This is an optimization exercise on Yosys and OpenROAD, whose aim is small area, not a production implementation.
The RTL was checked by simulation tests, not by an equivalence proof against the original design.

==> flow/design.v, too long to show whole: its modules and the start of the top module <==
// module FIR2: 1167 lines
// module FIR2_fa: 6 lines
// module FIR2_ha: 6 lines
module FIR2 (X, clk, Y, reset);
  // ...
==> flow/run.sh <==
#!/bin/bash
# synth_recipe.tcl (not shown) runs the flow's synth.tcl, then flattens the netlist and writes it again
# the make line also repeats each setting of config.mk as NAME=value (left out here)
make -C /OpenROAD-flow-scripts/flow DESIGN_CONFIG=/design/flow/config.mk WORK_HOME=/design/flow/orfs CLKGATE_MAP_FILE= SYNTH_SCRIPT=/design/flow/synth_recipe.tcl finish
==> flow/config.mk <==
export PLATFORM = sky130hd
export DESIGN_NAME = FIR2
export DESIGN_NICKNAME = FIR2
export VERILOG_FILES = /design/flow/design.v
export SDC_FILE = /design/flow/constraint.sdc
export NUM_CORES = 4
export LEC_CHECK = 0
export CAP_MARGIN = 20
export CORE_MARGIN = 2
export CORE_UTILIZATION = 40
export SLEW_MARGIN = 20
export SYNTH_HIERARCHICAL = 1
==> flow/constraint.sdc <==
create_clock -name core_clock -period 15.0 [get_ports {clk}]
set_input_delay 3.0000 -clock core_clock [delete_from_list [all_inputs] [get_ports {clk}]]
set_output_delay 3.0000 -clock core_clock [all_outputs]
set_load 0.01 [all_outputs]
==> run summary, run 1 <==
largest family of logic cells by synthesized area=adder cells; Tcrit/Tclk final=92.6%; vias per inst=4.88; Buf/Inv on CP=3; met1 WL=43200 um; fmax=72.0 MHz; fin nets=3153; met2 Use GR=37.4%; multi-input combinational area share=48.7%; grt met1 use=33.1%; FF-to-FF Start=cnt[5]$_DFFE_PP0P_; Multi-input gate area=0.0183 mm^2; clock slew at reported path FFs=0.07 ns; post-DR wirelength/cell=28.4 um; Initial Utilization=40.2%; die width=293 um; fin area=0.0376 mm^2; syn_area_per_cell=15.1 um^2; most frequent cells in the layout=fa_1 (777), dfxtp_1 (696), nand2_1 (375); layout cell share with drive strength beyond 1=6.10%; crit path max-delay cell type=nor2_1; HP Start=d41[3]$_DFF_P_; max FFs per register=14; status=finished clean; met3 Usage GRT=4.83%
==> run 2: changes to the inputs <==
--- a/flow/config.mk
+++ b/flow/config.mk
@@ -8,5 +8,6 @@
 export CAP_MARGIN = 20
 export CORE_MARGIN = 2
 export CORE_UTILIZATION = 40
+export GPL_TIMING_DRIVEN = 0
 export SLEW_MARGIN = 20
 export SYNTH_HIERARCHICAL = 1
==> run summary, run 2 <==
die width=293 um (unchanged); postcts setup bufs=0 (unchanged); first-pass GRT wire length=138000 um (was 139000 um); post-synth top area share=46.4% (unchanged); WP data arrival=14.90 ns (was 14.43 ns); most used cell, CP=fa_1 (unchanged); status=finished clean (unchanged); WHS=0.301 ns (was 0.300 ns); register area=0.0144 mm^2 (unchanged); CTS tree=done (unchanged); Ports=28 (unchanged); IO Port Bufs=27 (unchanged); Final Skew=0.0366 ns (was 0.0412 ns); Setup crit start=cnt[5]$_DFFE_PP0P_ (unchanged); clock buffer depth=3 (unchanged); # resized after CTS=0 (unchanged); worst hold path type=flip-flop to flip-flop (unchanged); vias in the first global route=19100 (was 19500); Multi-input gate area=0.0183 mm^2 (about the same); Fillers=7361 (was 7308); mux cell area share after synthesis=0.0635% (unchanged); YS warnings=7 (unchanged); layout cell share with drive strength beyond 1=6.10% (about the same); Post-synth EDFFs=0 (unchanged); Post-Synth Adder-Cell Area=48.8% (unchanged); Synth Cell Area=0.0335 mm^2 (unchanged); Setup CP Type=flip-flop to flip-flop (unchanged); Critical Path Max Stage Delay=0.87 ns (was 0.93 ns); TritonCTS Sinks=716 (unchanged); Worst Tran Pin Value=1.03 ns (was 1.01 ns); worst-skew pair later-pin latency=0.64 ns (was 0.66 ns); Synth Area in XOR/XNOR=0.209% (unchanged); most common cell after layout, fill and taps aside=fa_1 (unchanged); Crit path max-delay family=adder cells (unchanged); R2R Path End=Y[8]$_DFF_PP0_ (was Y[7]$_DFF_PP0_); CP Depth=37 (was 32); vias per inst=4.82 (was 4.88); crit path max-delay cell type=a211oi_2 (was nor2_1); CTS Hold Buffers Added=0 (unchanged); post-DR wirelength/cell=28.3 um (was 28.4 um); min Tclk post-route=14.37 ns (was 13.89 ns); grt ovf=0 (unchanged); TNS Setup=0 ns (unchanged); max-cap viol count=0 (unchanged); WP data required=15.52 ns (was 15.54 ns); post-synthesis cell type count=41 (unchanged); #FFs+latches synth=716 (unchanged); Tcrit/Tclk final=95.8% (was 92.6%); HP Start=d39[0]$_DFF_P_ (was d41[3]$_DFF_P_); H-tree depth=3 (unchanged); routed vias=16600 (was 16800); Synth area leaders=fa_1 (46%), dfxtp_1 (42%), nand2_1 (4.2%) (unchanged); maximum number of pins on one net before global-route repair=21 (unchanged); FF-to-FF Start=cnt[5]$_DFFE_PP0P_ (unchanged); asr flop ratio synth=2.79% (unchanged); Residual DRC=0 (unchanged); syn_area_per_cell=15.1 um^2 (unchanged); antenna violations before repair=0 (was 12); RD Place Congestion=0.974 (was 0.987); crit path launch type=flip-flop (unchanged); fmax=69.6 MHz (was 72.0 MHz); fin nets=3170 (was 3153); r2r setup slk=0.63 ns (was 1.11 ns); die height=293 um (unchanged); CP endpoint kind=flip-flop (unchanged); CTS Buf Count=73 (was 72); ys flop type=dfxtp_1 (unchanged); dpl hpwl=86300 um (was 86200 um); unrepaired setup endpoints after global routing=false (unchanged); area grow syn2layout=12.1% (was 12.4%); largest register by flop count=Y (unchanged); CP Capture Point=Y[8]$_DFF_PP0_ (was Y[7]$_DFF_PP0_); Die Area=0.0861 mm^2 (unchanged); 1st-iter DRT viols=1048 (was 1368); Buf/Inv on CP=6 (was 3); final setup fails=0 (unchanged); routed wire length=97700 um (was 97800 um); worst rel slew slack=30.6% (was 32.4%); Synth area leader=fa_1 (unchanged); Overall Global Routing Usage=23.6% (about the same); antenna viol nets, final=0 (unchanged); Synth Area in Simple Gates=4.96% (unchanged); Reg2Reg Depth=37 (was 32); Hold Vio Cnt, Final=0 (unchanged); Syn Inst Count=2215 (unchanged); Max Slew Vio Count=0 (unchanged); Syn Nets=3066 (unchanged); top-count cell post-synth=fa_1 (unchanged); post-synthesis compound-gate area fraction=0.773% (unchanged); Clk Tree Root Cell=clkbuf_16 (unchanged); Initial DRT Pass Iterations=7 (was 5); Synth top cells by count=fa_1 (777), dfxtp_1 (696), nand2_1 (375) (unchanged); max FFs per register=14 (unchanged); clock slew at reported path FFs=0.06 ns (was 0.07 ns); Initial Utilization=40.2% (unchanged); Placeable Area=0.0833 mm^2 (unchanged); Max FO, Critical Path=11 (was 19); row count=106 (unchanged); most frequent cells in the layout=fa_1 (777), dfxtp_1 (696), nand2_1 (375) (unchanged); register area share after synthesis=43.1% (unchanged); largest family of logic cells by synthesized area=adder cells (unchanged)
run 2: cell types whose count changed in the layout (fill, tap and decap cells not counted), moves of 2 or more:
| cell | change |
|---|---|
| inv_4 | -2 |
| clkinv_2 | +8 |
| buf_2 | +20 |
| clkbuf_1 | +16 |
| inv_16 | +3 |
| buf_4 | -20 |
| clkinv_16 | -4 |
| clkinvlp_4 | -2 |
| clkbuf_8 | -5 |
| bufinv_16 | -2 |
| inv_8 | +2 |
| clkbuf_16 | +2 |
| inv_6 | -2 |
run 2: final cells by class:
| class | count | share of cell area [%] |
|---|---|---|
| inverters | 148 | 1.48 |
| well taps | 1080 | 3.60 |
| multi-input cells | 1315 | 48.9 |
| repair buffers | 29 | 0.760 |
| clock inverters | 31 | 0.933 |
| plain buffers | 36 | 0.427 |
| diodes | 1 | 0.00667 |
| flip-flops and latches | 716 | 38.5 |
| clock buffers | 101 | 5.47 |
run 2: worst min-delay path by stage:
stage / depth (start not counted) / end
2_1_floorplan: 0 / d10[0]$_DFF_P_
3_3_place_gp: 0 / d2[8]$_DFF_P_
3_5_place_dp: 0 / d12[10]$_DFF_P_
4_1_cts: 0 / d42[1]$_DFF_P_
5_1_grt: 0 / d48[4]$_DFF_P_
6_report: 0 / d40[0]$_DFF_P_
run 2: per-module statistics from Yosys, one instance, submodules excluded:
module | flops+latches | cells | copies in the design
FIR2_ha | 0 | 1 | 35
FIR2_fa | 0 | 1 | 774
FIR2 | 716 | 1406 | 1
run 2: per-layer routing:
metal  share of wire (%)  vias up  track usage, %
li1                    -     6919               -
met1                  44     9132            32.7
met2                  47      474            37.3
met3                 6.7      121            5.57
met4                 2.8        0            6.72
met5                   0        -               0
run 2: cell families after synthesis:
logic type,Yosys count
muxes,2
and+or+nand+nor,427
DFF,716
adders and majority gates,839
buffers and inverters,184
AOI/OAI and AO/OA,39
xor gates and xnor gates,8
run 2: stage by stage:
| step | utilization [%] | std cells | area, um^2 | worst slack, ns |
|---|---|---|---|---|
| after CTS | 45.1 | 3456 | 37500 | 0.482 |
| after global placement | 42.2 | 3322 | 35100 | 0.336 |
| after detailed placement | 42.2 | 3324 | 35100 | 0.477 |
| after global routing | 45.1 | 3456 | 37500 | 0.217 |
| final | 45.1 | 3457 | 37500 | 0.626 |
| after floorplan | - | 2215 | 33500 | 2.86 |
==> run 3: changes to the inputs <==
--- a/flow/config.mk
+++ b/flow/config.mk
@@ -8,6 +8,7 @@
 export CAP_MARGIN = 20
 export CORE_MARGIN = 2
 export CORE_UTILIZATION = 40
-export GPL_TIMING_DRIVEN = 0
+export CTS_CLUSTER_DIAMETER = 100
+export CTS_CLUSTER_SIZE = 30
 export SLEW_MARGIN = 20
 export SYNTH_HIERARCHICAL = 1
==> run summary, run 3 <==
#FFs+latches synth=716 (unchanged); area grow syn2layout=7.63% (was 12.1%); grt met1 use=32.9% (was 32.7%); Ports=28 (unchanged); largest register by flop count=Y (unchanged); worst rel slew slack=29.3% (was 30.6%); register area=0.0144 mm^2 (unchanged); met3 Usage GRT=4.24% (was 5.57%); routed vias=16400 (was 16600); Placed Area=0.0351 mm^2 (about the same); FF-to-FF Start=cnt[5]$_DFFE_PP0P_ (unchanged); Syn Nets=3066 (unchanged); most used cell, CP=fa_1 (unchanged); Critical Path Max Stage Delay=0.96 ns (was 0.87 ns); row count=106 (unchanged); first-pass GRT wire length=137000 um (was 138000 um); CTS tree=done (unchanged); status=finished clean (unchanged); Residual DRC=0 (unchanged); Max Slew Vio Count=0 (unchanged); min Tclk post-route=13.94 ns (was 14.37 ns); WP data required=15.56 ns (was 15.52 ns); Synth Cell Area=0.0335 mm^2 (unchanged); post-DR wirelength/cell=28.8 um (was 28.3 um); worst hold path type=flip-flop to flip-flop (unchanged); Crit path max-delay family=adder cells (unchanged); Post-synth EDFFs=0 (unchanged); CTS Hold Buffers Added=0 (unchanged); Buf/Inv on CP=3 (was 6); fin area=0.0360 mm^2 (was 0.0375 mm^2); clock buffer depth=3 (unchanged); worst setup margin=1.06 ns (was 0.626 ns); Setup crit start=cnt[5]$_DFFE_PP0P_ (unchanged); ys flop type=dfxtp_1 (unchanged); H-tree depth=1 (was 3); Final Skew=0.0478 ns (was 0.0366 ns); antenna violations before repair=13 (was 0); met2 Use GR=37.0% (was 37.3%); final setup fails=0 (unchanged); Synth top cells by count=fa_1 (777), dfxtp_1 (696), nand2_1 (375) (unchanged); fin nets=3112 (was 3170); vias in the first global route=19000 (was 19100); 1st-iter DRT viols=1335 (was 1048); Initial DRT Pass Iterations=5 (was 7); register area share after synthesis=43.1% (unchanged); Die Area=0.0861 mm^2 (unchanged); dpl hpwl=86200 um (was 86300 um); postcts setup bufs=0 (unchanged); CTS Buf Count=31 (was 73); Setup CP Type=flip-flop to flip-flop (unchanged); Syn Inst Count=2215 (unchanged); most common cell after layout, fill and taps aside=fa_1 (unchanged); Worst Tran Pin Value=1.06 ns (was 1.03 ns); Placeable Area=0.0833 mm^2 (unchanged); layout cell share with drive strength beyond 1=2.95% (was 6.10%); maximum number of pins on one net before global-route repair=32 (was 21); Fillers=7445 (was 7361); TNS Setup=0 ns (unchanged); HP Start=d21[8]$_DFF_P_ (was d39[0]$_DFF_P_); post-synthesis cell type count=41 (unchanged); TritonCTS Sinks=716 (unchanged); most frequent cells in the layout=fa_1 (777), dfxtp_1 (696), nand2_1 (375) (unchanged); Hold Vio Cnt, Final=0 (unchanged); vias per inst=4.89 (was 4.82); # resized after CTS=0 (unchanged); Tcrit/Tclk final=93.0% (was 95.8%); Overall Global Routing Usage=23.0% (was 23.6%); Clk Tree Root Cell=clkbuf_16 (unchanged); clock slew at reported path FFs=0.12 ns (was 0.06 ns); CP endpoint kind=flip-flop (unchanged); post-synth top area share=46.4% (unchanged); busiest grt layer=met2 (unchanged); unrepaired setup endpoints after global routing=false (unchanged); IO Port Bufs=27 (unchanged); asr flop ratio synth=2.79% (unchanged); die width=293 um (unchanged); Initial Utilization=40.2% (unchanged); die height=293 um (unchanged); top-count cell post-synth=fa_1 (unchanged); worst-skew pair later-pin latency=0.66 ns (was 0.64 ns); Synth area leader=fa_1 (unchanged); crit path launch type=flip-flop (unchanged); WP data arrival=14.50 ns (was 14.90 ns); antenna viol nets, final=0 (unchanged); YS warnings=7 (unchanged); routed wire length=96400 um (was 97700 um); max FFs per register=14 (unchanged); pre-CTS setup slack=1.11 ns (was 0.477 ns); fmax=71.7 MHz (was 69.6 MHz); crit path max-delay cell type=nor2_1 (was a211oi_2); grt ovf=0 (unchanged); Multi-input gate area=0.0183 mm^2 (about the same); syn_area_per_cell=15.1 um^2 (unchanged); Synth area leaders=fa_1 (46%), dfxtp_1 (42%), nand2_1 (4.2%) (unchanged); max-cap viol count=0 (unchanged); Max FO, Critical Path=19 (was 11); RD Place Congestion=0.987 (was 0.974)
## run 3: changes by cell type in the layout (fill, tap and decap cells not counted), sizes merged
cell      change
clkbuf       -83
clkinv       -14
inv           -4
bufinv        -3
clkinvlp      -2
buf           -1
## run 3: path summary, 6_finish.rpt
kind | to | slack, ns | cells after the start
worst max-delay path | Y[7]$_DFF_PP0_ | 1.06 | 32
worst min-delay path | d22[8]$_DFF_P_ | 0.32 | 0
worst max register to register | Y[7]$_DFF_PP0_ | 1.06 | 32
worst min register to register | d22[8]$_DFF_P_ | 0.32 | 0
max in group asynchronous | Y[5]$_DFF_PP0_ | 11.79 | 2
min in group asynchronous | Y[6]$_DFF_PP0_ | 2.74 | 2
## run 3: per-module statistics from Yosys (local to each module, per instance)
module / cells inside / flops+latches / copies in the design
FIR2: 1406 / 716 / 1
FIR2_ha: 1 / 0 / 35
FIR2_fa: 1 / 0 / 774
## run 3: final cells by class
class / count / area share, %
multi-input combinational: 1315 / 50.9
sequential: 716 / 40.0
tap: 1080 / 3.75
clock buffer: 33 / 2.17
inverter: 148 / 1.54
timing repair buffer: 49 / 1.21
clock inverter: 8 / 0.392
antenna: 1 / 0.00694
## run 3: metrics by stage
| stage | std cells | hold slack (ns) | utilization, % |
|---|---|---|---|
| 4_1_cts | 3349 | 0.328 | 43.3 |
| 3_5_place_dp | 3308 | 0.312 | 42.2 |
| 5_1_grt | 3349 | 0.329 | 43.3 |
| 6_report | 3350 | 0.318 | 43.3 |
| 3_3_place_gp | 3308 | 0.310 | 42.2 |
| 2_1_floorplan | 2215 | 0.310 | - |
## run 3: logic make-up (layout without fill, tap and decap cells)
kind of cell | count (synthesis) | count (layout) | synth area share (%)
multiplexers | 2 | 2 | 0.0635
other | 0 | 1 | 0
flip-flops | 716 | 716 | 43.1
AND/OR/NAND/NOR | 427 | 427 | 4.96
buffers and inverters | 184 | 238 | 2.14
AO/OA/AOI/OAI | 39 | 39 | 0.773
XOR/XNOR | 8 | 8 | 0.209
adder cells (fa/ha/maj) | 839 | 839 | 48.8
## run 3: layer usage
metal / up-vias / routed length (um)
li1: 6753 / -
met1: 9018 / 42600
met2: 506 / 45300
met3: 115 / 6270
met4: 0 / 2150
met5: - / 0
==> run 4: changes to the inputs <==
--- a/flow/config.mk
+++ b/flow/config.mk
@@ -8,7 +8,7 @@
 export CAP_MARGIN = 20
 export CORE_MARGIN = 2
 export CORE_UTILIZATION = 40
-export CTS_CLUSTER_DIAMETER = 100
-export CTS_CLUSTER_SIZE = 30
+export CTS_CLUSTER_DIAMETER = 80
+export CTS_CLUSTER_SIZE = 20
 export SLEW_MARGIN = 20
 export SYNTH_HIERARCHICAL = 1
==> run summary, run 4 <==
CTS Hold Buffers Added=0 (unchanged); first-pass GRT wire length=137000 um (about the same); Max Slew Vio Count=0 (unchanged); Die Area=0.0861 mm^2 (unchanged); Placeable Area=0.0833 mm^2 (unchanged); RD Place Congestion=0.987 (unchanged); worst hold path type=flip-flop to flip-flop (unchanged); syn_area_per_cell=15.1 um^2 (unchanged); antenna violations before repair=11 (was 13); layout cell share with drive strength beyond 1=3.76% (was 2.95%); crit path launch type=flip-flop (unchanged); Ports=28 (unchanged); Syn Inst Count=2215 (unchanged); Overall Global Routing Usage=23.2% (was 23.0%); WP data arrival=14.44 ns (was 14.50 ns); Synth area leaders=fa_1 (46%), dfxtp_1 (42%), nand2_1 (4.2%) (unchanged); register area share after synthesis=43.1% (unchanged); Reg2Reg Depth=32 (unchanged); post-DR wirelength/cell=28.7 um (was 28.8 um); most frequent cells in the layout=fa_1 (777), dfxtp_1 (696), nand2_1 (375) (unchanged); die height=293 um (unchanged); max FFs per register=14 (unchanged); unrepaired setup endpoints after global routing=false (unchanged); YS warnings=7 (unchanged); die width=293 um (unchanged); Synth area leader=fa_1 (unchanged); Tcrit/Tclk final=92.9% (was 93.0%); worst rel slew slack=32.3% (was 29.3%); Post-synth EDFFs=0 (unchanged); routed vias=16600 (was 16400); Worst Tran Pin Value=1.01 ns (was 1.06 ns); most common cell after layout, fill and taps aside=fa_1 (unchanged); non-filler cells, final=3368 (was 3350); status=finished clean (unchanged); Fillers=7434 (was 7445); register area=0.0144 mm^2 (unchanged); Setup CP Type=flip-flop to flip-flop (unchanged); post-synth top area share=46.4% (unchanged); Antenna diodes=0 (was 1); postcts setup bufs=0 (unchanged); CTS tree=done (unchanged); antenna viol nets, final=0 (unchanged); #FFs+latches synth=716 (unchanged); post-synthesis cell type count=41 (unchanged); routed wire length=96800 um (was 96400 um); Critical Path Max Stage Delay=0.93 ns (was 0.96 ns); most used cell, CP=fa_1 (unchanged); # resized after CTS=0 (unchanged); ys flop type=dfxtp_1 (unchanged); row count=106 (unchanged); largest register by flop count=Y (unchanged); Hold Vio Cnt, Final=0 (unchanged); TNS Setup=0 ns (unchanged); Initial Utilization=40.2% (unchanged); vias per inst=4.94 (was 4.89); H-tree depth=2 (was 1); Synth Cell Area=0.0335 mm^2 (unchanged); CP Capture Point=Y[7]$_DFF_PP0_ (unchanged); grt ovf=0 (unchanged); max-cap viol count=0 (unchanged); Syn Nets=3066 (unchanged); r2r setup slk=1.07 ns (was 1.06 ns); clock buffer depth=3 (unchanged); area grow syn2layout=8.80% (was 7.63%); worst-skew pair later-pin latency=0.62 ns (was 0.66 ns); clock slew at reported path FFs=0.09 ns (was 0.12 ns); maximum number of pins on one net before global-route repair=22 (was 32); IO Port Bufs=27 (unchanged); R2R Path End=Y[7]$_DFF_PP0_ (unchanged); Clk Tree Root Cell=clkbuf_16 (unchanged); vias in the first global route=19100 (was 19000); fmax=71.8 MHz (was 71.7 MHz); CP endpoint kind=flip-flop (unchanged); asr flop ratio synth=2.79% (unchanged); Synth top cells by count=fa_1 (777), dfxtp_1 (696), nand2_1 (375) (unchanged); crit path max-delay cell type=nor2_1 (unchanged); final setup fails=0 (unchanged); 1st-iter DRT viols=1300 (was 1335); Initial DRT Pass Iterations=5 (unchanged); Max FO, Critical Path=19 (unchanged); Multi-input gate area=0.0183 mm^2 (unchanged); CTS Buf Count=45 (was 31); Residual DRC=0 (unchanged); Setup crit start=cnt[5]$_DFFE_PP0P_ (unchanged); FF-to-FF Start=cnt[5]$_DFFE_PP0P_ (unchanged); fin nets=3126 (was 3112); TritonCTS Sinks=716 (unchanged); WP data required=15.51 ns (was 15.56 ns); dpl hpwl=86200 um (unchanged); top-count cell post-synth=fa_1 (unchanged); Final Skew=0.0243 ns (was 0.0478 ns); min Tclk post-route=13.93 ns (was 13.94 ns); placed insts=3308 (unchanged)
[run 4: cell types whose count changed in the layout (fill, tap and decap cells not counted), sizes merged]
cell,before,now
clkbuf,33,48
inv,151,153
diode,1,0
clkinv,5,6
bufinv,0,1
[run 4: how the worst min path moves through the flow]
stage | start | to | slack, ns | depth (start not counted)
after floorplan | d9[0]$_DFF_P_ | d10[0]$_DFF_P_ | 0.31 | 0
final | d13[7]$_DFF_P_ | d14[7]$_DFF_P_ | 0.32 | 0
after global routing | d43[11]$_DFF_P_ | d44[11]$_DFF_P_ | 0.32 | 0
after global placement | d17[2]$_DFF_P_ | d18[2]$_DFF_P_ | 0.31 | 0
after detailed placement | d13[10]$_DFF_P_ | d14[10]$_DFF_P_ | 0.31 | 0
after CTS | d43[11]$_DFF_P_ | d44[11]$_DFF_P_ | 0.32 | 0
[run 4: kinds of logic (layout without fill, tap and decap cells)]
group / Yosys count / count (layout) / synth area share [%]
multiplexers: 2 / 2 / 0.0635
XOR/XNOR: 8 / 8 / 0.209
buffers and inverters: 184 / 257 / 2.14
AO/OA/AOI/OAI: 39 / 39 / 0.773
flip-flops: 716 / 716 / 43.1
AND/OR/NAND/NOR: 427 / 427 / 4.96
adder cells (fa/ha/maj): 839 / 839 / 48.8
[run 4: critical path: cells and delay by family, from the launching register on]
family                   cells  cell delay (ns)
flip-flops                   1             0.33
AO/OA/AOI/OAI                2             0.51
AND/OR/NAND/NOR              4             1.37
buffers and inverters        3             0.74
adder cells (fa/ha/maj)     23            10.87
[run 4: per-layer routing]
metal	part of all wire (%)	global-route usage (%)
met5	0	0
met4	2.7	5.70
met3	6.7	4.51
met2	47	37.0
met1	44	32.8
[run 4: modules after synthesis, one instance, submodules excluded]
module   flops+latches  area, um^2  cells inside
FIR2               716       17600          1406
FIR2_fa              0        20.0             1
FIR2_ha              0        12.5             1
[run 4: cell type report]
cell class	count	area share [%]
Multi-Input combinational cell	1315	50.3
Sequential cell	716	39.6
Tap cell	1080	3.71
Clock buffer	48	3.18
Inverter	148	1.52
Timing Repair Buffer	49	1.20
Clock inverter	12	0.443
[run 4: stage by stage]
stage	hold slack, ns	worst slack [ns]	area (um^2)	util, %
4_1_cts	0.324	1.10	36400	43.7
2_1_floorplan	0.310	2.86	33500	-
6_report	0.319	1.07	36400	43.7
5_1_grt	0.323	0.570	36400	43.7
3_3_place_gp	0.310	1.25	35100	42.2
3_5_place_dp	0.312	1.11	35100	42.2
==> run 5: changes to the inputs <==
--- a/flow/config.mk
+++ b/flow/config.mk
@@ -8,7 +8,7 @@
 export CAP_MARGIN = 20
 export CORE_MARGIN = 2
 export CORE_UTILIZATION = 40
-export CTS_CLUSTER_DIAMETER = 80
-export CTS_CLUSTER_SIZE = 20
+export CTS_CLUSTER_DIAMETER = 90
+export CTS_CLUSTER_SIZE = 25
 export SLEW_MARGIN = 20
 export SYNTH_HIERARCHICAL = 1
==> run summary, run 5 <==
status=finished clean (unchanged); TritonCTS Sinks=716 (unchanged); Synth area leaders=fa_1 (46%), dfxtp_1 (42%), nand2_1 (4.2%) (unchanged); RD Place Congestion=0.987 (unchanged); WP data required=15.51 ns (about the same); post-DR wirelength/cell=28.8 um (was 28.7 um); H-tree depth=2 (unchanged); largest register by flop count=Y (unchanged); CTS tree=done (unchanged); register area share after synthesis=43.1% (unchanged); # resized after CTS=0 (unchanged); Residual DRC=0 (unchanged); vias per inst=4.92 (was 4.94); ys flop type=dfxtp_1 (unchanged); CTS Hold Buffers Added=0 (unchanged); area grow syn2layout=8.19% (was 8.80%); Setup CP Type=flip-flop to flip-flop (unchanged); worst setup margin=1.10 ns (was 1.07 ns); min Tclk post-route=13.90 ns (was 13.93 ns); max FFs per register=14 (unchanged); IO Port Bufs=27 (unchanged); Synth area leader=fa_1 (unchanged); Tcrit/Tclk final=92.7% (was 92.9%); final setup fails=0 (unchanged); r2r setup slk=1.10 ns (was 1.07 ns); Ports=28 (unchanged); Worst Tran Pin Value=1.00 ns (was 1.01 ns); crit path max-delay cell type=nor2_1 (unchanged); die height=293 um (unchanged); vias in the first global route=19000 (was 19100); routed vias=16500 (was 16600); Syn Nets=3066 (unchanged); Post-synth EDFFs=0 (unchanged); routed wire length=96700 um (was 96800 um); Clk Tree Root Cell=clkbuf_16 (unchanged); clock buffer depth=3 (unchanged); dpl hpwl=86200 um (unchanged); max-cap viol count=0 (unchanged); Initial Utilization=40.2% (unchanged); CP endpoint kind=flip-flop (unchanged); first-pass GRT wire length=137000 um (about the same); syn_area_per_cell=15.1 um^2 (unchanged); pre-CTS setup slack=1.11 ns (unchanged); Critical Path Max Stage Delay=0.92 ns (was 0.93 ns); row count=106 (unchanged); 1st-iter DRT viols=1269 (was 1300); asr flop ratio synth=2.79% (unchanged); grt ovf=0 (unchanged); antenna viol nets, final=0 (unchanged); most common cell after layout, fill and taps aside=fa_1 (unchanged); TNS Setup=0 ns (unchanged); Final Skew=0.0446 ns (was 0.0243 ns); post-synthesis cell type count=41 (unchanged); Max FO, Critical Path=19 (unchanged); Overall Global Routing Usage=23.2% (about the same); maximum number of pins on one net before global-route repair=27 (was 22); worst hold path type=flip-flop to flip-flop (unchanged); Max Slew Vio Count=0 (unchanged); antenna violations before repair=12 (was 11); top-count cell post-synth=fa_1 (unchanged); clock slew at reported path FFs=0.10 ns (was 0.09 ns); die width=293 um (unchanged); CTS Buf Count=37 (was 45); Placeable Area=0.0833 mm^2 (unchanged); worst-skew pair later-pin latency=0.61 ns (was 0.62 ns); Synth top cells by count=fa_1 (777), dfxtp_1 (696), nand2_1 (375) (unchanged); Hold Vio Cnt, Final=0 (unchanged); fin nets=3118 (was 3126); Die Area=0.0861 mm^2 (unchanged); post-synth top area share=46.4% (unchanged); Fillers=7439 (was 7434); postcts setup bufs=0 (unchanged); Initial DRT Pass Iterations=5 (unchanged); Syn Inst Count=2215 (unchanged); unrepaired setup endpoints after global routing=false (unchanged); most used cell, CP=fa_1 (unchanged); most frequent cells in the layout=fa_1 (777), dfxtp_1 (696), nand2_1 (375) (unchanged); crit path launch type=flip-flop (unchanged); layout cell share with drive strength beyond 1=3.29% (was 3.76%); fmax=71.9 MHz (was 71.8 MHz); WP data arrival=14.41 ns (was 14.44 ns); Synth Cell Area=0.0335 mm^2 (unchanged); #FFs+latches synth=716 (unchanged); worst rel slew slack=32.9% (was 32.3%); YS warnings=7 (unchanged)
## run 5: worst paths after layout
| check | start | to | cells after the start |
|---|---|---|---|
| max | cnt[5]$_DFFE_PP0P_ | Y[7]$_DFF_PP0_ | 32 |
| min | d45[3]$_DFF_P_ | d46[3]$_DFF_P_ | 0 |
| max reg2reg | cnt[5]$_DFFE_PP0P_ | Y[7]$_DFF_PP0_ | 32 |
| min reg2reg | d45[3]$_DFF_P_ | d46[3]$_DFF_P_ | 0 |
| max in group asynchronous | reset | Y[5]$_DFF_PP0_ | 2 |
| min in group asynchronous | reset | Y[6]$_DFF_PP0_ | 2 |
## run 5: logic make-up after synthesis
group	count (synthesis)	share of synthesized area, %
adder cells (fa/ha/maj)	839	48.8
flip-flops	716	43.1
AND/OR/NAND/NOR	427	4.96
buffers and inverters	184	2.14
AO/OA/AOI/OAI	39	0.773
XOR/XNOR	8	0.209
multiplexers	2	0.0635
## run 5: worst max-delay path, delay by kind of cell, from the launching register on
kind,cells,cell delay [ns]
adder cells (fa/ha/maj),23,10.86
AND/OR/NAND/NOR,4,1.37
buffers and inverters,3,0.74
AO/OA/AOI/OAI,2,0.50
flip-flops,1,0.33
## run 5: stage by stage
stage	instances	utilization (%)	cell area [um^2]	hold slack (ns)
floorplan	2215	-	33500	0.310
global placement	3308	42.2	35100	0.310
detailed placement	3308	42.2	35100	0.312
CTS	3358	43.5	36200	0.310
global route	3358	43.5	36200	0.322
finish	3359	43.5	36200	0.309
## run 5: routing by layer
layer	GRT usage, %	share of wire [%]	vias to the layer above
li1	-	-	6770
met1	33.1	45	9157
met2	37.1	47	480
met3	4.27	5.7	135
met4	5.31	2.6	0
met5	0	0	-
## run 5: per-module statistics from Yosys, one instance, submodules excluded
module	cells inside	area (um^2)	copies in the design
FIR2_ha	1	12.5	35
FIR2	1406	17600	1
FIR2_fa	1	20.0	774
## run 5: area by class of cell
| type | instances | area [um^2] | share of cell area (%) |
|---|---|---|---|
| Antenna cell | 1 | 2.50 | 0.00691 |
| Clock buffer | 41 | 951 | 2.62 |
| Clock inverter | 9 | 161 | 0.446 |
| Inverter | 148 | 556 | 1.53 |
| Multi-Input combinational cell | 1315 | 18300 | 50.6 |
| Sequential cell | 716 | 14400 | 39.8 |
| Tap cell | 1080 | 1350 | 3.73 |
| Timing Repair Buffer | 49 | 435 | 1.20 |
==> run 6: changes to the inputs <==
--- a/flow/config.mk
+++ b/flow/config.mk
@@ -8,7 +8,8 @@
 export CAP_MARGIN = 20
 export CORE_MARGIN = 2
 export CORE_UTILIZATION = 40
-export CTS_CLUSTER_DIAMETER = 90
-export CTS_CLUSTER_SIZE = 25
+export CTS_BUF_LIST = sky130_fd_sc_hd__clkbuf_8
+export CTS_CLUSTER_DIAMETER = 60
+export CTS_CLUSTER_SIZE = 16
 export SLEW_MARGIN = 20
 export SYNTH_HIERARCHICAL = 1
==> run summary, run 6 <==
worst-skew pair later-pin latency=0.70 ns (was 0.61 ns); Reg2Reg Depth=35 (was 32); register area=0.0144 mm^2 (unchanged); fin nets=3137 (was 3118); Syn Nets=3066 (unchanged); ys flop type=dfxtp_1 (unchanged); Initial Utilization=40.2% (unchanged); Critical Path Max Stage Delay=0.93 ns (was 0.92 ns); post-DR wirelength/cell=28.5 um (was 28.8 um); IO Port Bufs=27 (unchanged); min Tclk post-route=13.91 ns (was 13.90 ns); Worst Tran Pin Value=1.03 ns (was 1.00 ns); YS warnings=7 (unchanged); max-cap viol count=0 (unchanged); Synth Cell Area=0.0335 mm^2 (unchanged); register area share after synthesis=43.1% (unchanged); Overall Global Routing Usage=23.2% (about the same); TritonCTS Sinks=716 (unchanged); WP data arrival=14.49 ns (was 14.41 ns); fin area=0.0361 mm^2 (was 0.0362 mm^2); clock buffer depth=3 (unchanged); 1st-iter DRT viols=1250 (was 1269); #FFs+latches synth=716 (unchanged); Placed Area=0.0351 mm^2 (unchanged); Post-synth EDFFs=0 (unchanged); vias in the first global route=19200 (was 19000); worst rel slew slack=31.3% (was 32.9%); Residual DRC=0 (unchanged); final setup fails=0 (unchanged); TNS Setup=0 ns (unchanged); Initial DRT Pass Iterations=5 (unchanged); layout cell share with drive strength beyond 1=4.46% (was 3.29%); H-tree depth=2 (unchanged); area grow syn2layout=7.85% (was 8.19%); HP Start=d47[10]$_DFF_P_ (was d45[3]$_DFF_P_); Final Skew=0.0261 ns (was 0.0446 ns); R2R Path End=Y[8]$_DFF_PP0_ (was Y[7]$_DFF_PP0_); CTS Buf Count=56 (was 37); antenna violations before repair=9 (was 12); max FFs per register=14 (unchanged); status=finished clean (unchanged); FF-to-FF Start=cnt[5]$_DFFE_PP0P_ (unchanged); Die Area=0.0861 mm^2 (unchanged); Hold Crit Endpoint=d48[10]$_DFF_P_ (was d46[3]$_DFF_P_); Multi-input gate area=0.0183 mm^2 (unchanged); crit path launch type=flip-flop (unchanged); r2r setup slk=1.09 ns (was 1.10 ns); Max FO, Critical Path=19 (unchanged); routed wire length=96700 um (about the same); clock slew at reported path FFs=0.09 ns (was 0.10 ns); routed vias=16600 (was 16500); first-pass GRT wire length=137000 um (about the same); Ports=28 (unchanged); die width=293 um (unchanged); Synth area leaders=fa_1 (46%), dfxtp_1 (42%), nand2_1 (4.2%) (unchanged); Setup CP Type=flip-flop to flip-flop (unchanged); placed insts=3308 (unchanged); crit path max-delay cell type=nor2_1 (unchanged); Hold Vio Cnt, Final=0 (unchanged); die height=293 um (unchanged); Max Slew Vio Count=0 (unchanged); dpl hpwl=86200 um (unchanged); fmax=71.9 MHz (about the same); WP data required=15.58 ns (was 15.51 ns); most common cell after layout, fill and taps aside=fa_1 (unchanged); post-synth top area share=46.4% (unchanged); antenna viol nets, final=0 (unchanged); vias per inst=4.89 (was 4.92); most frequent cells in the layout=fa_1 (777), dfxtp_1 (696), nand2_1 (375) (unchanged); Placeable Area=0.0833 mm^2 (unchanged); Synth top cells by count=fa_1 (777), dfxtp_1 (696), nand2_1 (375) (unchanged); largest register by flop count=Y (unchanged); CTS tree=done (unchanged); maximum number of pins on one net before global-route repair=21 (was 27); row count=106 (unchanged); unrepaired setup endpoints after global routing=false (unchanged); asr flop ratio synth=2.79% (unchanged); top-count cell post-synth=fa_1 (unchanged); non-filler cells, final=3390 (was 3359); Fillers=7474 (was 7439); most used cell, CP=fa_1 (unchanged); Clk Tree Root Cell=clkbuf_8 (was clkbuf_16); # resized after CTS=0 (unchanged); postcts setup bufs=0 (unchanged); grt ovf=0 (unchanged); CP endpoint kind=flip-flop (unchanged); worst hold path type=flip-flop to flip-flop (unchanged); RD Place Congestion=0.987 (unchanged); hold-critical path depth=0 (unchanged); post-synthesis cell type count=41 (unchanged); Syn Inst Count=2215 (unchanged); CTS Hold Buffers Added=0 (unchanged); Synth area leader=fa_1 (unchanged); syn_area_per_cell=15.1 um^2 (unchanged); Tcrit/Tclk final=92.7% (about the same)
run 6: cell count changes in the layout (fill, tap and decap cells not counted), moves of 3 or more:
cell and change:
clkbuf_16 -37, clkinv_2 +5, inv_1 +5, clkbuf_8 +57, clkbuf_1 -3
run 6: worst max path at each step:
| stage | from | end | slack [ns] | cells past startpoint |
|---|---|---|---|---|
| detailed placement | cnt[5]$_DFFE_PP0P_ | Y[8]$_DFF_PP0_ | 1.11 | 32 |
| finish | cnt[5]$_DFFE_PP0P_ | Y[8]$_DFF_PP0_ | 1.09 | 35 |
| global placement | cnt[5]$_DFFE_PP0P_ | Y[7]$_DFF_PP0_ | 1.25 | 32 |
| global route | cnt[5]$_DFFE_PP0P_ | Y[8]$_DFF_PP0_ | 0.55 | 35 |
| floorplan | cnt[5]$_DFFE_PP0P_ | Y[8]$_DFF_PP0_ | 2.86 | 35 |
| CTS | cnt[5]$_DFFE_PP0P_ | Y[8]$_DFF_PP0_ | 1.09 | 32 |
run 6: layer usage:
metal | GRT usage, % | vias up | share of wire (%) | wire [um]
li1 | - | 6813 | - | -
met1 | 31.8 | 9087 | 43 | 41500
met2 | 36.9 | 564 | 47 | 45200
met3 | 6.22 | 127 | 7.8 | 7510
met4 | 5.65 | 0 | 2.6 | 2490
met5 | 0 | - | 0 | 0
run 6: final cells by class:
cell class	instances	area share (%)
well taps	1080	3.74
repair buffers	49	1.21
flip-flops and latches	716	40.0
inverters	148	1.54
clock buffers	58	2.21
multi-input cells	1315	50.8
diodes	2	0.0139
clock inverters	22	0.547
run 6: Yosys stat by module (local to each module, per instance):
module	cells inside	flip-flops and latches	copies in the design	area (um^2)
FIR2	1406	716	1	17600
FIR2_fa	1	0	774	20.0
FIR2_ha	1	0	35	12.5
run 6: metrics by stage:
step                      utilization (%)  hold slack [ns]  worst slack [ns]
after floorplan                         -            0.310              2.86
after global placement               42.2            0.310              1.25
after detailed placement             42.2            0.312              1.11
after CTS                            43.4            0.320              1.09
after global routing                 43.4            0.328             0.554
final                                43.4            0.321              1.09
run 6: cells by family after synthesis:
family	synth area share, %
compound gates	0.773
xor+xnor	0.209
fa+ha+maj	48.8
buf+inv	2.14
flops	43.1
mux	0.0635
simple gates	4.96
run 6: critical path, delay by kind of cell (launching register included):
family                   cells  cell delay [ns]
adder cells (fa/ha/maj)     25            10.65
AND/OR/NAND/NOR              4             1.37
buffers and inverters        3             0.77
AO/OA/AOI/OAI                2             0.51
flip-flops                   1             0.33
XOR/XNOR                     1             0.14
==> run 7: changes to the inputs <==
--- a/flow/config.mk
+++ b/flow/config.mk
@@ -7,9 +7,9 @@
 export LEC_CHECK = 0
 export CAP_MARGIN = 20
 export CORE_MARGIN = 2
-export CORE_UTILIZATION = 40
+export CORE_UTILIZATION = 65
 export CTS_BUF_LIST = sky130_fd_sc_hd__clkbuf_8
 export CTS_CLUSTER_DIAMETER = 60
-export CTS_CLUSTER_SIZE = 16
+export CTS_CLUSTER_SIZE = 20
 export SLEW_MARGIN = 20
 export SYNTH_HIERARCHICAL = 1
==> run summary, run 7 <==
status=finished clean (unchanged); Synth area leaders=fa_1 (46%), dfxtp_1 (42%), nand2_1 (4.2%) (unchanged); TNS Setup=0 ns (unchanged); Reg2Reg Depth=35 (unchanged); IO Port Bufs=27 (unchanged); WP data required=15.61 ns (was 15.58 ns); 1st-iter DRT viols=1754 (was 1250); max-cap viol count=0 (unchanged); Max Slew Vio Count=0 (unchanged); Tcrit/Tclk final=91.7% (was 92.7%); Initial Utilization=65.5% (was 40.2%); worst rel slew slack=34.0% (was 31.3%); Setup CP Type=flip-flop to flip-flop (unchanged); area grow syn2layout=6.49% (was 7.85%); Placeable Area=0.0511 mm^2 (was 0.0833 mm^2); asr flop ratio synth=2.79% (unchanged); WP data arrival=14.36 ns (was 14.49 ns); vias in the first global route=19700 (was 19200); clock slew at reported path FFs=0.12 ns (was 0.09 ns); Residual DRC=0 (unchanged); CTS Hold Buffers Added=0 (unchanged); antenna viol nets, final=0 (unchanged); H-tree depth=2 (unchanged); clock buffer depth=3 (unchanged); fmax=72.7 MHz (was 71.9 MHz); most common cell after layout, fill and taps aside=fa_1 (unchanged); routed wire length=97300 um (was 96700 um); CTS Buf Count=50 (was 56); largest register by flop count=Y (unchanged); FF-to-FF Start=cnt[5]$_DFFE_PP0P_ (unchanged); #FFs+latches synth=716 (unchanged); first-pass GRT wire length=139000 um (was 137000 um); Final Skew=0.0323 ns (was 0.0261 ns); postcts setup bufs=0 (unchanged); Synth Cell Area=0.0335 mm^2 (unchanged); Hold Crit Endpoint=d52[6]$_DFF_P_ (was d48[10]$_DFF_P_); maximum number of pins on one net before global-route repair=22 (was 21); top-count cell post-synth=fa_1 (unchanged); # resized after CTS=0 (unchanged); Worst Tran Pin Value=0.987 ns (was 1.03 ns); post-synthesis cell type count=41 (unchanged); final setup fails=0 (unchanged); Max FO, Critical Path=19 (unchanged); post-DR wirelength/cell=32.6 um (was 28.5 um); R2R Path End=Y[7]$_DFF_PP0_ (was Y[8]$_DFF_PP0_); worst-skew pair later-pin latency=0.73 ns (was 0.70 ns); crit path launch type=flip-flop (unchanged); WHS=0.323 ns (was 0.321 ns); Initial DRT Pass Iterations=5 (unchanged); unrepaired setup endpoints after global routing=false (unchanged); routed vias=17500 (was 16600); Post-synth EDFFs=0 (unchanged); layout cell share with drive strength beyond 1=4.39% (was 4.46%); hold-critical path depth=0 (unchanged); ys flop type=dfxtp_1 (unchanged); vias per inst=5.87 (was 4.89); grt ovf=0 (unchanged); die width=231 um (was 293 um); most used cell, CP=fa_1 (unchanged); fin nets=3136 (was 3137); TritonCTS Sinks=716 (unchanged); Hold Vio Cnt, Final=0 (unchanged); RD Place Congestion=1.01 (was 0.987); most frequent cells in the layout=fa_1 (777), dfxtp_1 (696), nand2_1 (375) (unchanged); post-synth top area share=46.4% (unchanged); Clk Tree Root Cell=clkbuf_8 (unchanged); min Tclk post-route=13.75 ns (was 13.91 ns); die height=231 um (was 293 um); CTS tree=done (unchanged); Overall Global Routing Usage=38.6% (was 23.2%); Critical Path Max Stage Delay=0.72 ns (was 0.93 ns); register area share after synthesis=43.1% (unchanged); syn_area_per_cell=15.1 um^2 (unchanged); Syn Inst Count=2215 (unchanged); dpl hpwl=85600 um (was 86200 um); Syn Nets=3066 (unchanged); crit path max-delay cell type=fa_1 (was nor2_1); YS warnings=7 (unchanged); Synth area leader=fa_1 (unchanged); row count=83 (was 106); max FFs per register=14 (unchanged); Synth top cells by count=fa_1 (777), dfxtp_1 (696), nand2_1 (375) (unchanged); CP endpoint kind=flip-flop (unchanged); r2r setup slk=1.25 ns (was 1.09 ns); worst hold path type=flip-flop to flip-flop (unchanged); Ports=28 (unchanged); Die Area=0.0534 mm^2 (was 0.0861 mm^2); antenna violations before repair=4 (was 9); HP Start=d51[6]$_DFF_P_ (was d47[10]$_DFF_P_)
==> run 7: cell count changes in the layout (fill, tap and decap cells not counted), moves of 2 or more <==
cell      delta
clkinv_2     -5
clkbuf_8     -8
buf_4        +4
inv_1        -2
inv_12       +3
inv_16       +4
==> run 7: worst max-delay path by stage <==
| stage | start | endpoint | slack (ns) | depth (start not counted) |
|---|---|---|---|---|
| 3_3_place_gp | cnt[5]$_DFFE_PP0P_ | Y[7]$_DFF_PP0_ | 1.71 | 35 |
| 5_1_grt | cnt[5]$_DFFE_PP0P_ | Y[12]$_DFF_PP0_ | 0.89 | 34 |
| 6_report | cnt[5]$_DFFE_PP0P_ | Y[7]$_DFF_PP0_ | 1.25 | 35 |
| 3_5_place_dp | cnt[5]$_DFFE_PP0P_ | Y[7]$_DFF_PP0_ | 1.53 | 35 |
| 4_1_cts | cnt[5]$_DFFE_PP0P_ | Y[7]$_DFF_PP0_ | 1.47 | 35 |
| 2_1_floorplan | cnt[5]$_DFFE_PP0P_ | Y[8]$_DFF_PP0_ | 2.86 | 35 |
==> run 7: area by class of cell <==
| type | instances | area (um^2) |
|---|---|---|
| clock buffers | 50 | 688 |
| well taps | 680 | 851 |
| inverters | 148 | 556 |
| diodes | 2 | 5.00 |
| repair buffers | 54 | 480 |
| fillers | 3363 | 15400 |
| multi-input cells | 1315 | 18300 |
| clock inverters | 20 | 309 |
| flip-flops and latches | 716 | 14400 |
==> run 7: through the flow <==
stage	setup slack, ns	area (um^2)	utilization (%)	std cells
finish	1.25	35700	69.8	2985
global route	0.886	35700	69.8	2984
CTS	1.47	35600	69.8	2982
detailed placement	1.53	34600	67.8	2912
global placement	1.71	34600	67.8	2912
floorplan	2.86	33500	-	2215
==> run 7: worst max-delay path: cells and delay by family, from the launching register on <==
| kind | cells | cell delay, ns |
|---|---|---|
| flops | 1 | 0.44 |
| fa+ha+maj | 25 | 11.19 |
| simple gates | 3 | 0.31 |
| compound gates | 3 | 0.81 |
| buf+inv | 4 | 0.89 |
==> run 7: cells by family (layout without fill, tap and decap cells) <==
group                      after synthesis  in the layout  share of synthesized area, %
AOI/OAI and AO/OA                       39             39                         0.773
xor gates and xnor gates                 8              8                         0.209
adders and majority gates              839            839                          48.8
buffers and inverters                  184            272                          2.14
DFF                                    716            716                          43.1
muxes                                    2              2                        0.0635
other                                    0              2                             0
and+or+nand+nor                        427            427                          4.96
==> run 7: per-layer routing <==
metal | wire, um | up-vias | global-route usage [%]
met3 | 10200 | 167 | 9.77
met5 | 0 | - | 0
met1 | 40300 | 9548 | 57.2
met2 | 44100 | 981 | 58.3
li1 | - | 6814 | -
met4 | 2650 | 0 | 9.72
==> run 7: Yosys stat by module (local to each module, per instance) <==
module   cell area [um^2]  flip-flops and latches
FIR2_fa              20.0                       0
FIR2                17600                     716
FIR2_ha              12.5                       0
==> run 8: changes to the inputs <==
--- a/flow/config.mk
+++ b/flow/config.mk
@@ -7,7 +7,7 @@
 export LEC_CHECK = 0
 export CAP_MARGIN = 20
 export CORE_MARGIN = 2
-export CORE_UTILIZATION = 65
+export CORE_UTILIZATION = 50
 export CTS_BUF_LIST = sky130_fd_sc_hd__clkbuf_8
 export CTS_CLUSTER_DIAMETER = 60
 export CTS_CLUSTER_SIZE = 20
==> run summary, run 8 <==
Synth area leaders=fa_1 (46%), dfxtp_1 (42%), nand2_1 (4.2%) (unchanged); pre-CTS setup slack=1.22 ns (was 1.53 ns); row count=94 (was 83); die height=263 um (was 231 um); syn_area_per_cell=15.1 um^2 (unchanged); first-pass GRT wire length=137000 um (was 139000 um); CTS Hold Buffers Added=0 (unchanged); fin nets=3125 (was 3136); Synth Cell Area=0.0335 mm^2 (unchanged); largest register by flop count=Y (unchanged); Ports=28 (unchanged); Max Slew Vio Count=0 (unchanged); clock buffer depth=3 (unchanged); routed vias=16500 (was 17500); maximum number of pins on one net before global-route repair=21 (was 22); post-synth top area share=46.4% (unchanged); TritonCTS Sinks=716 (unchanged); Max FO, Critical Path=19 (unchanged); Tcrit/Tclk final=92.6% (was 91.7%); Residual DRC=0 (unchanged); Syn Inst Count=2215 (unchanged); r2r setup slk=1.11 ns (was 1.25 ns); Initial Utilization=50.8% (was 65.5%); unrepaired setup endpoints after global routing=false (unchanged); Multi-input gate area=0.0183 mm^2 (about the same); register area=0.0144 mm^2 (unchanged); area grow syn2layout=6.95% (was 6.49%); worst rel slew slack=24.9% (was 34.0%); grt ovf=0 (unchanged); antenna viol nets, final=0 (unchanged); post-synthesis cell type count=41 (unchanged); most used cell, CP=fa_1 (unchanged); Worst Tran Pin Value=1.12 ns (was 0.987 ns); Fillers=5387 (was 3363); status=finished clean (unchanged); clock slew at reported path FFs=0.11 ns (was 0.12 ns); RD Place Congestion=0.963 (was 1.01); H-tree depth=2 (unchanged); Synth area leader=fa_1 (unchanged); WP data required=15.60 ns (was 15.61 ns); CTS tree=done (unchanged); Syn Nets=3066 (unchanged); min Tclk post-route=13.89 ns (was 13.75 ns); asr flop ratio synth=2.79% (unchanged); worst-skew pair later-pin latency=0.71 ns (was 0.73 ns); 1st-iter DRT viols=1315 (was 1754); crit path max-delay cell type=fa_1 (unchanged); Initial DRT Pass Iterations=5 (unchanged); Post-synth EDFFs=0 (unchanged); antenna violations before repair=5 (was 4); vias per inst=5.21 (was 5.87); routed wire length=97800 um (was 97300 um); ys flop type=dfxtp_1 (unchanged); fmax=72.0 MHz (was 72.7 MHz); layout cell share with drive strength beyond 1=4.18% (was 4.39%); Placeable Area=0.0660 mm^2 (was 0.0511 mm^2); most frequent cells in the layout=fa_1 (777), dfxtp_1 (696), nand2_1 (375) (unchanged); post-DR wirelength/cell=30.9 um (was 32.6 um); WP data arrival=14.48 ns (was 14.36 ns); Setup CP Type=flip-flop to flip-flop (unchanged); crit path launch type=flip-flop (unchanged); postcts setup bufs=0 (unchanged); Die Area=0.0691 mm^2 (was 0.0534 mm^2); IO Port Bufs=27 (unchanged); TNS Setup=0 ns (unchanged); worst hold path type=flip-flop to flip-flop (unchanged); top-count cell post-synth=fa_1 (unchanged); die width=263 um (was 231 um); CP endpoint kind=flip-flop (unchanged); Hold Vio Cnt, Final=0 (unchanged); vias in the first global route=18700 (was 19700); #FFs+latches synth=716 (unchanged); worst setup margin=1.11 ns (was 1.25 ns); WHS=0.307 ns (was 0.323 ns); most common cell after layout, fill and taps aside=fa_1 (unchanged); Clk Tree Root Cell=clkbuf_8 (unchanged); Synth top cells by count=fa_1 (777), dfxtp_1 (696), nand2_1 (375) (unchanged); YS warnings=7 (unchanged); register area share after synthesis=43.1% (unchanged); max-cap viol count=0 (unchanged); Final Skew=0.0523 ns (was 0.0323 ns); Critical Path Max Stage Delay=0.91 ns (was 0.72 ns); max FFs per register=14 (unchanged); CTS Buf Count=50 (unchanged); final setup fails=0 (unchanged); dpl hpwl=87100 um (was 85600 um); # resized after CTS=0 (unchanged); Overall Global Routing Usage=29.4% (was 38.6%)
==> run 8: cell counts after synthesis <==
Identical to the previous run, type by type.
==> run 8: Yosys stat by module, one instance, submodules excluded <==
module,flip-flops and latches,cells,copies in the design,cell area (um^2)
FIR2_ha,0,1,35,12.5
FIR2,716,1406,1,17600
FIR2_fa,0,1,774,20.0
==> run 8: path summary, 6_finish.rpt <==
check,startpoint,cells after the start,endpoint
worst min-delay path,d47[6]$_DFF_P_,0,d48[6]$_DFF_P_
max in group asynchronous,reset,2,cnt[1]$_DFFE_PP0P_
worst max register to register,cnt[5]$_DFFE_PP0P_,32,Y[7]$_DFF_PP0_
min in group asynchronous,reset,2,Y[2]$_DFF_PP0_
worst max-delay path,cnt[5]$_DFFE_PP0P_,32,Y[7]$_DFF_PP0_
worst min register to register,d47[6]$_DFF_P_,0,d48[6]$_DFF_P_
==> run 8: worst max-delay path: cells and delay by family (launching register included) <==
kind,cells,cell delay [ns]
simple gates,4,1.24
fa+ha+maj,23,10.98
buf+inv,3,0.73
flops,1,0.34
compound gates,2,0.50
==> run 8: kinds of logic (layout without fill, tap and decap cells) <==
logic type,count (synthesis),count (layout),share of synthesized area (%)
compound gates,39,39,0.773
other cells,0,3,0
simple gates,427,427,4.96
flops,716,716,43.1
fa+ha+maj,839,839,48.8
xor+xnor,8,8,0.209
mux,2,2,0.0635
buf+inv,184,265,2.14
==> run 8: per-stage QoR <==
stage / instances / utilization [%] / cell area (um^2)
finish: 3163 / 54.3 / 35800
global route: 3161 / 54.3 / 35800
CTS: 3159 / 54.2 / 35800
detailed placement: 3085 / 52.7 / 34800
global placement: 3085 / 52.7 / 34800
floorplan: 2215 / - / 33500
==> run 8: area by class of cell <==
class	instances	share of cell area, %
multi-input cells	1315	51.2
flip-flops and latches	716	40.3
well taps	864	3.02
clock buffers	51	1.96
inverters	148	1.55
repair buffers	43	1.11
clock inverters	23	0.811
diodes	3	0.0210
==> run 8: metal layers <==
metal	up-vias	global-route usage [%]	share of wire, %	wire length (um)
met5	-	0	0	0
met2	505	44.9	46	44500
met3	104	7.33	7.4	7230
met4	0	5.55	1.9	1850
li1	6782	-	-	-
met1	9102	43.4	45	44200

separate check: timing with driven ports:
In the flow no input, the clock included, has a driving cell. The finished layouts below were timed again as built, in two steps.
Step 1, drivers: a clkbuf_16 drives clk and a buf_2 each remaining input, both assumed.
Step 2, shift: input delay + t, output delay - t, t = (earliest + latest rising clock arrival at the registers) / 2. This alone moves slack from input paths to output paths.
Slacks: ideal ports / drivers / drivers and shift; pairs: ideal ports / drivers.
run | t (ns) | setup slack, ns | clock arrival spread, ns | pins driven straight from the clock port
run 1 | 0.700 | 1.112 / 1.112 / 1.112 | 0.049 / 0.049 | 1
run 2 | 0.684 | 0.626 / 0.626 / 0.626 | 0.038 / 0.039 | 1
run 3 | 0.698 | 1.056 / 1.056 / 1.056 | 0.048 / 0.048 | 1
run 4 | 0.664 | 1.070 / 1.070 / 1.070 | 0.025 / 0.026 | 1
run 5 | 0.659 | 1.099 / 1.099 / 1.099 | 0.045 / 0.045 | 1
run 6 | 0.758 | 1.091 / 1.091 / 1.091 | 0.038 / 0.038 | 1
run 7 | 0.760 | 1.250 / 1.250 / 1.250 | 0.041 / 0.041 | 1
run 8 | 0.754 | 1.113 / 1.113 / 1.113 | 0.062 / 0.061 | 1
After both steps setup and hold are still met in every run listed.
